What follows belongs to an exercise in optimizing a design on an open flow for a short achievable clock period and few clock cycles; a production flow would make more cautious choices. Only simulation tests tie the RTL to the original design; equivalence was not proved. Power and IR drop assume default switching activity.

the reference run:
==> flow/design.v (excerpt) <==
module mips_top(clk, rst, imem_addr, imem_rdata, dmem_addr, dmem_wdata, dmem_we, dmem_rdata);
==> flow/config.mk <==
export PLATFORM = sky130hd
export DESIGN_NAME = mips_top
export DESIGN_NICKNAME = mips_top
export VERILOG_FILES = /design/flow/design.v
export SDC_FILE = /design/flow/constraint.sdc
export NUM_CORES = 4
export LEC_CHECK = 0
export CAP_MARGIN = 20
export CORE_MARGIN = 2
export CORE_UTILIZATION = 40
export SETUP_SLACK_MARGIN = 5
export SLEW_MARGIN = 20
export SYNTH_HIERARCHICAL = 1
export SYNTH_MINIMUM_KEEP_SIZE = 0
==> flow/constraint.sdc <==
create_clock -name core_clock -period 11.0 [get_ports {clk}]
set_input_delay 2.2000 -clock core_clock [delete_from_list [all_inputs] [get_ports {clk}]]
set_output_delay 2.2000 -clock core_clock [all_outputs]
set_load 0.01 [all_outputs]
standard.sh (not shown) runs the stock make flow with config.mk's settings and CLKGATE_MAP_FILE= SYNTH_SCRIPT=/design/flow/synth_recipe.tcl, a recipe that flattens the netlist after the stock synthesis.
==> flow/flow/run.sh <==
#!/bin/bash
set -euo pipefail
bash standard.sh SETUP_SLACK_MARGIN=7.5 ADDER_MAP_FILE= MATCH_CELL_FOOTPRINT=0 finish > make_finish.log 2>&1
Testbench counts of the reference run, summed over its fixed seeds: cycles 43,448.
Input changes introduced in the trial run (baseline for comparison: the reference run):
--- a/flow/design.v
+++ b/flow/design.v
@@ -118,17 +118,16 @@
   input [31:0] dmem_rdata;
   output [31:0] rf_rs1, rf_rs2;
   input [31:0] rf_rd1, rf_rd2;
   output rf_we;
   output [4:0] rf_wa;
   output [31:0] rf_wd;
   reg d_valid, d_ptaken, d_ptok;
   reg [31:0] d_ins, d_pc4, d_pnpc, d_sel1, d_sel2;
-  reg [4:0] d_rs, d_rt;
   reg e_valid, e_wen, e_lw, e_sw, e_beq, e_bne, e_jr, e_fl, e_ptaken, e_ptok, e_off0;
   reg e_s_sum, e_s_diff, e_s_and, e_s_or, e_s_slt, e_s_link;
   reg [4:0] e_dest;
   reg [31:0] e_a, e_b, e_bi, e_imm, e_pc4, e_pnpc;
   reg m_wen, m_lw, m_sw;
   reg [4:0] m_dest;
   reg [31:0] m_res, m_addr, m_wdata;
   wire redirect, stall;
@@ -152,17 +151,17 @@
                  .rtarget(rtarget), .stall(stall), .pc_d(pc_d3), .pc4(pc4_3),
                  .jal(jal_3), .ptaken(ptaken_3), .ptok(ptok_3));
   assign pc_d = {pc_d3[31:24], pc_d2[23:16], pc_d1[15:8], pc_d0[7:0]};
   d_flop program_counter(.d(pc_d), .clk(clk), .q(pc));
   d_flop program_counter_n(.d(~pc_d), .clk(clk), .q(pc_n));
   en_reg link_reg(.clk(clk), .rst(rst), .en(f_jal & ~redirect & ~stall), .d(pc4), .q(link));
   assign imem_addr = pc;
   wire [5:0] dop = d_ins[31:26], fn = d_ins[5:0];
-  wire [4:0] drs = d_rs, drt = d_rt, drd = d_ins[15:11];
+  wire [4:0] drs = d_ins[25:21], drt = d_ins[20:16], drd = d_ins[15:11];
   wire [15:0] dimm = d_ins[15:0];
   wire [31:0] simm = {{16{dimm[15]}}, dimm};
   wire d_rtype = (dop == 6'b000000);
   wire d_jr    = d_rtype & (fn == 6'b001000);
   wire d_addi  = (dop == 6'b001000);
   wire d_andi  = (dop == 6'b001100);
   wire d_lw    = (dop == 6'b100011);
   wire d_sw    = (dop == 6'b101011);
@@ -226,25 +225,23 @@
     end else begin
       if (redirect | ~stall) d_valid <= ~redirect;
       e_valid <= d_valid & ~redirect & ~stall;
       m_wen <= e_valid & e_wen;
       m_sw <= e_valid & e_sw;
     end
     if (~stall) begin
       d_ins <= ins;
+      d_sel1 <= 32'b1 << ins[25:21];
+      d_sel2 <= 32'b1 << ins[20:16];
       d_pc4 <= pc4;
       d_pnpc <= link;
       d_ptaken <= f_ptaken;
       d_ptok <= f_ptok;
     end
-    d_rs <= stall ? d_ins[25:21] : ins[25:21];
-    d_rt <= stall ? d_ins[20:16] : ins[20:16];
-    d_sel1 <= 32'b1 << (stall ? d_ins[25:21] : ins[25:21]);
-    d_sel2 <= 32'b1 << (stall ? d_ins[20:16] : ins[20:16]);
     e_wen <= d_wen;
     e_lw <= d_lw;
     e_sw <= d_sw;
     e_beq <= d_beq;
     e_bne <= d_bne;
     e_jr <= d_jr;
     e_s_sum <= d_s_sum;
     e_s_diff <= d_s_diff;
## What came out
- Lower share of cell area taken by flip-flops and latches among the reference run and the trial run: the reference run
- The first-pass GRT wire length of the trial run was superior to that of the reference run.
- From the trial run to the reference run, post-route antenna net violation count did not move at all.
- The final clock period utilization by the worst path in the trial run sits 0.24 points below the value recorded for the reference run.
- Per the comparison of the trial run with the reference run, final cell count decreased 112, detailed router's first-iteration violation count saw a decrease.
- The trial run: maximum frequency is 0.0021 GHz higher than what the reference run reported.
- Taking the reference run as the reference, in the trial run standby leakage power decreased by 0.34% relative to the old numbers; detailed route wirelength on metal3 decreased by about 9% relative to the old numbers.
- A endpoint of the most critical setup path of dmem_addr[20] is what the trial run shows, while cpu.program_counter_n.q[30]$_DFF_P_ belongs to the reference run.
Testbench counts of the trial run, summed over its fixed seeds: cycles 43,448.

Setup of run 1:
Another version of the RTL of mips_top (not shown whole).
Size: ~6900 cells after synthesis, about 160 I/O pins, ~0.080 sq mm of cells after synthesis.
==> flow/config.mk <==
export PLATFORM = sky130hd
export DESIGN_NAME = mips_top
export DESIGN_NICKNAME = mips_top
export VERILOG_FILES = /design/flow/design.v
export SDC_FILE = /design/flow/constraint.sdc
export NUM_CORES = 4
export LEC_CHECK = 0
export CAP_MARGIN = 20
export CORE_MARGIN = 2
export CORE_UTILIZATION = 40
export SETUP_SLACK_MARGIN = 5
export SLEW_MARGIN = 20
export SYNTH_HIERARCHICAL = 1
export SYNTH_MINIMUM_KEEP_SIZE = 0
==> flow/constraint.sdc <==
create_clock -name core_clock -period 11.0 [get_ports {clk}]
set_input_delay 2.2000 -clock core_clock [delete_from_list [all_inputs] [get_ports {clk}]]
set_output_delay 2.2000 -clock core_clock [all_outputs]
set_load 0.01 [all_outputs]
==> flow/flow/run.sh <==
#!/bin/bash
set -euo pipefail
bash standard.sh SETUP_SLACK_MARGIN=7.5 ADDER_MAP_FILE= MATCH_CELL_FOOTPRINT=0 \
  "BUFFER_PORTS_ARGS=-buffer_cell sky130_fd_sc_hd__buf_4" finish > make_finish.log 2>&1
Testbench counts of run 1, summed over its fixed seeds: cycles 43,448.
Relative to run 1, the following input files were edited for run 2:
--- a/flow/design.v
+++ b/flow/design.v
@@ -37,16 +37,16 @@
       end
     end
   endgenerate
   wire [W-1:0] c = {g[L][W-2:0], cin};
   assign s = p[0] ^ c;
 endmodule
-module next_pc(ins, pc_n, link, rst, redirect, rtarget, stall, pc_d, pc4, jal, ptaken, ptok);
+module next_pc(ins, pc_n, link, rst, redirect, rtarget, stall, pc_d, pc_dn, pc4, jal, ptaken, ptok);
   input [31:0] ins, pc_n, link, rtarget;
   input rst, redirect, stall;
-  output [31:0] pc_d, pc4;
+  output [31:0] pc_d, pc_dn, pc4;
   output jal, ptaken, ptok;
   wire [31:0] pc = ~pc_n;
   ks_add #(30) pc_inc(.a(pc[31:2]), .b(30'd1), .cin(1'b0), .s(pc4[31:2]));
   assign pc4[1:0] = pc[1:0];
   wire [5:0] op = ins[31:26];
   wire [4:0] rs = ins[25:21], rt = ins[20:16];
@@ -64,18 +64,20 @@
   wire go = ~rst & ~stall;
   wire s_j  = go & is_j;
   wire s_jr = go & ~is_j & is_jr;
   wire s_bt = go & ~is_j & ~is_jr & ptaken;
   wire s_p4 = go & ~is_j & ~is_jr & ~ptaken;
   wire s_hd = ~rst & stall;
-  wire [31:0] pred = ({32{s_bt}} & bpred) |
-                     ({32{s_j}}  & {4'b0000, ins[25:0], 2'b00}) |
-                     ({32{s_jr}} & link) |
-                     ({32{s_p4}} & pc4) |
-                     ({32{s_hd}} & pc);
-  assign pc_d = (redirect & ~rst) ? rtarget : pred;
+  wire [31:0] pred_other = ({32{s_j}}  & {4'b0000, ins[25:0], 2'b00}) |
+                           ({32{s_jr}} & link) |
+                           ({32{s_p4}} & pc4) |
+                           ({32{s_hd}} & pc);
+  wire [31:0] pred = ({32{s_bt}} & bpred) | pred_other;
+  wire rd = redirect & ~rst;
+  assign pc_d = rd ? rtarget : pred;
+  assign pc_dn = rd ? ~rtarget : ~pred;
 endmodule
 module register_file(clk, we3, s1, s2, a3, wd3, rd1, rd2);
   input clk, we3;
   input [31:0] s1, s2;
   input [4:0] a3;
   input [31:0] wd3;
@@ -135,28 +137,30 @@
   wire [31:0] pc, pc_n;
   wire [31:0] pc_d, pc4, link;
   wire [31:0] ins = imem_rdata;
   wire f_jal, f_ptaken, f_ptok;
   wire [31:0] rtarget;
   wire [31:0] pc_d0, pc_d1, pc_d2, pc_d3, pc4_1, pc4_2, pc4_3;
+  wire [31:0] pc_dn0, pc_dn1, pc_dn2, pc_dn3, pc_dn;
   wire jal_1, jal_2, jal_3, ptaken_1, ptaken_2, ptaken_3, ptok_1, ptok_2, ptok_3;
   next_pc fetch0(.ins(ins), .pc_n(pc_n), .link(link), .rst(rst), .redirect(redirect),
-                 .rtarget(rtarget), .stall(stall), .pc_d(pc_d0), .pc4(pc4),
+                 .rtarget(rtarget), .stall(stall), .pc_d(pc_d0), .pc_dn(pc_dn0), .pc4(pc4),
                  .jal(f_jal), .ptaken(f_ptaken), .ptok(f_ptok));
   next_pc fetch1(.ins(ins), .pc_n(pc_n), .link(link), .rst(rst), .redirect(redirect),
-                 .rtarget(rtarget), .stall(stall), .pc_d(pc_d1), .pc4(pc4_1),
+                 .rtarget(rtarget), .stall(stall), .pc_d(pc_d1), .pc_dn(pc_dn1), .pc4(pc4_1),
                  .jal(jal_1), .ptaken(ptaken_1), .ptok(ptok_1));
   next_pc fetch2(.ins(ins), .pc_n(pc_n), .link(link), .rst(rst), .redirect(redirect),
-                 .rtarget(rtarget), .stall(stall), .pc_d(pc_d2), .pc4(pc4_2),
+                 .rtarget(rtarget), .stall(stall), .pc_d(pc_d2), .pc_dn(pc_dn2), .pc4(pc4_2),
                  .jal(jal_2), .ptaken(ptaken_2), .ptok(ptok_2));
   next_pc fetch3(.ins(ins), .pc_n(pc_n), .link(link), .rst(rst), .redirect(redirect),
-                 .rtarget(rtarget), .stall(stall), .pc_d(pc_d3), .pc4(pc4_3),
+                 .rtarget(rtarget), .stall(stall), .pc_d(pc_d3), .pc_dn(pc_dn3), .pc4(pc4_3),
                  .jal(jal_3), .ptaken(ptaken_3), .ptok(ptok_3));
   assign pc_d = {pc_d3[31:24], pc_d2[23:16], pc_d1[15:8], pc_d0[7:0]};
+  assign pc_dn = {pc_dn3[31:24], pc_dn2[23:16], pc_dn1[15:8], pc_dn0[7:0]};
   d_flop program_counter(.d(pc_d), .clk(clk), .q(pc));
-  d_flop program_counter_n(.d(~pc_d), .clk(clk), .q(pc_n));
+  d_flop program_counter_n(.d(pc_dn), .clk(clk), .q(pc_n));
   en_reg link_reg(.clk(clk), .rst(rst), .en(f_jal & ~redirect & ~stall), .d(pc4), .q(link));
   assign imem_addr = pc;
   wire [5:0] dop = d_ins[31:26], fn = d_ins[5:0];
   wire [4:0] drs = d_rs, drt = d_rt, drd = d_ins[15:11];
   wire [15:0] dimm = d_ins[15:0];
   wire [31:0] simm = {{16{dimm[15]}}, dimm};
==> notes.md <==
- Final standard cell count with taps included and fillers excluded (higher): run 1
- Looking at count of clock-buffer cells in the layout, run 2 sits 2.2% below run 1.
- Run 2 vs run 1 — routed wire length dropped by a few percent
- Run 2 vs. run 1: total power has increased; net switching power closely matched the old numbers.
Testbench counts of run 2, summed over its fixed seeds: cycles 43,448.

## afterwards: timing with drivers on the ports
Ports are ideal in the flow. The routed layouts listed here were re-timed in OpenROAD. Step 1 sets driving cells, clkbuf_16 on the clock port and buf_2 on the other inputs (assumed; they add their load-dependent delay and slew). Step 2, shift: input delay + t, output delay - t, t = (earliest + latest rising clock arrival at the registers) / 2. This alone moves slack from input paths to output paths. Three values: ideal ports, drivers, drivers and shift; two values: the first two.
run | t, ns | slack for setup (ns) | worst hold slack (ns) | worst data-port slew with drivers (ns)
the reference run | 0.901 | 7.408 / 7.342 / 6.648 | 0.324 / 0.324 / 0.324 | 0.19
the trial run | 0.893 | 7.434 / 7.353 / 6.642 | 0.323 / 0.323 / 0.323 | 0.12
run 1 | 0.915 | 7.421 / 7.340 / 6.598 | 0.304 / 0.304 / 0.304 | 0.06
run 2 | 0.914 | 7.455 / 7.379 / 6.796 | 0.322 / 0.322 / 0.322 | 0.08
After both steps every run listed still meets setup and hold. For run 1, which loses most, drivers alone change the setup slack by -0.081 ns; drivers and shift together by -0.823 ns.
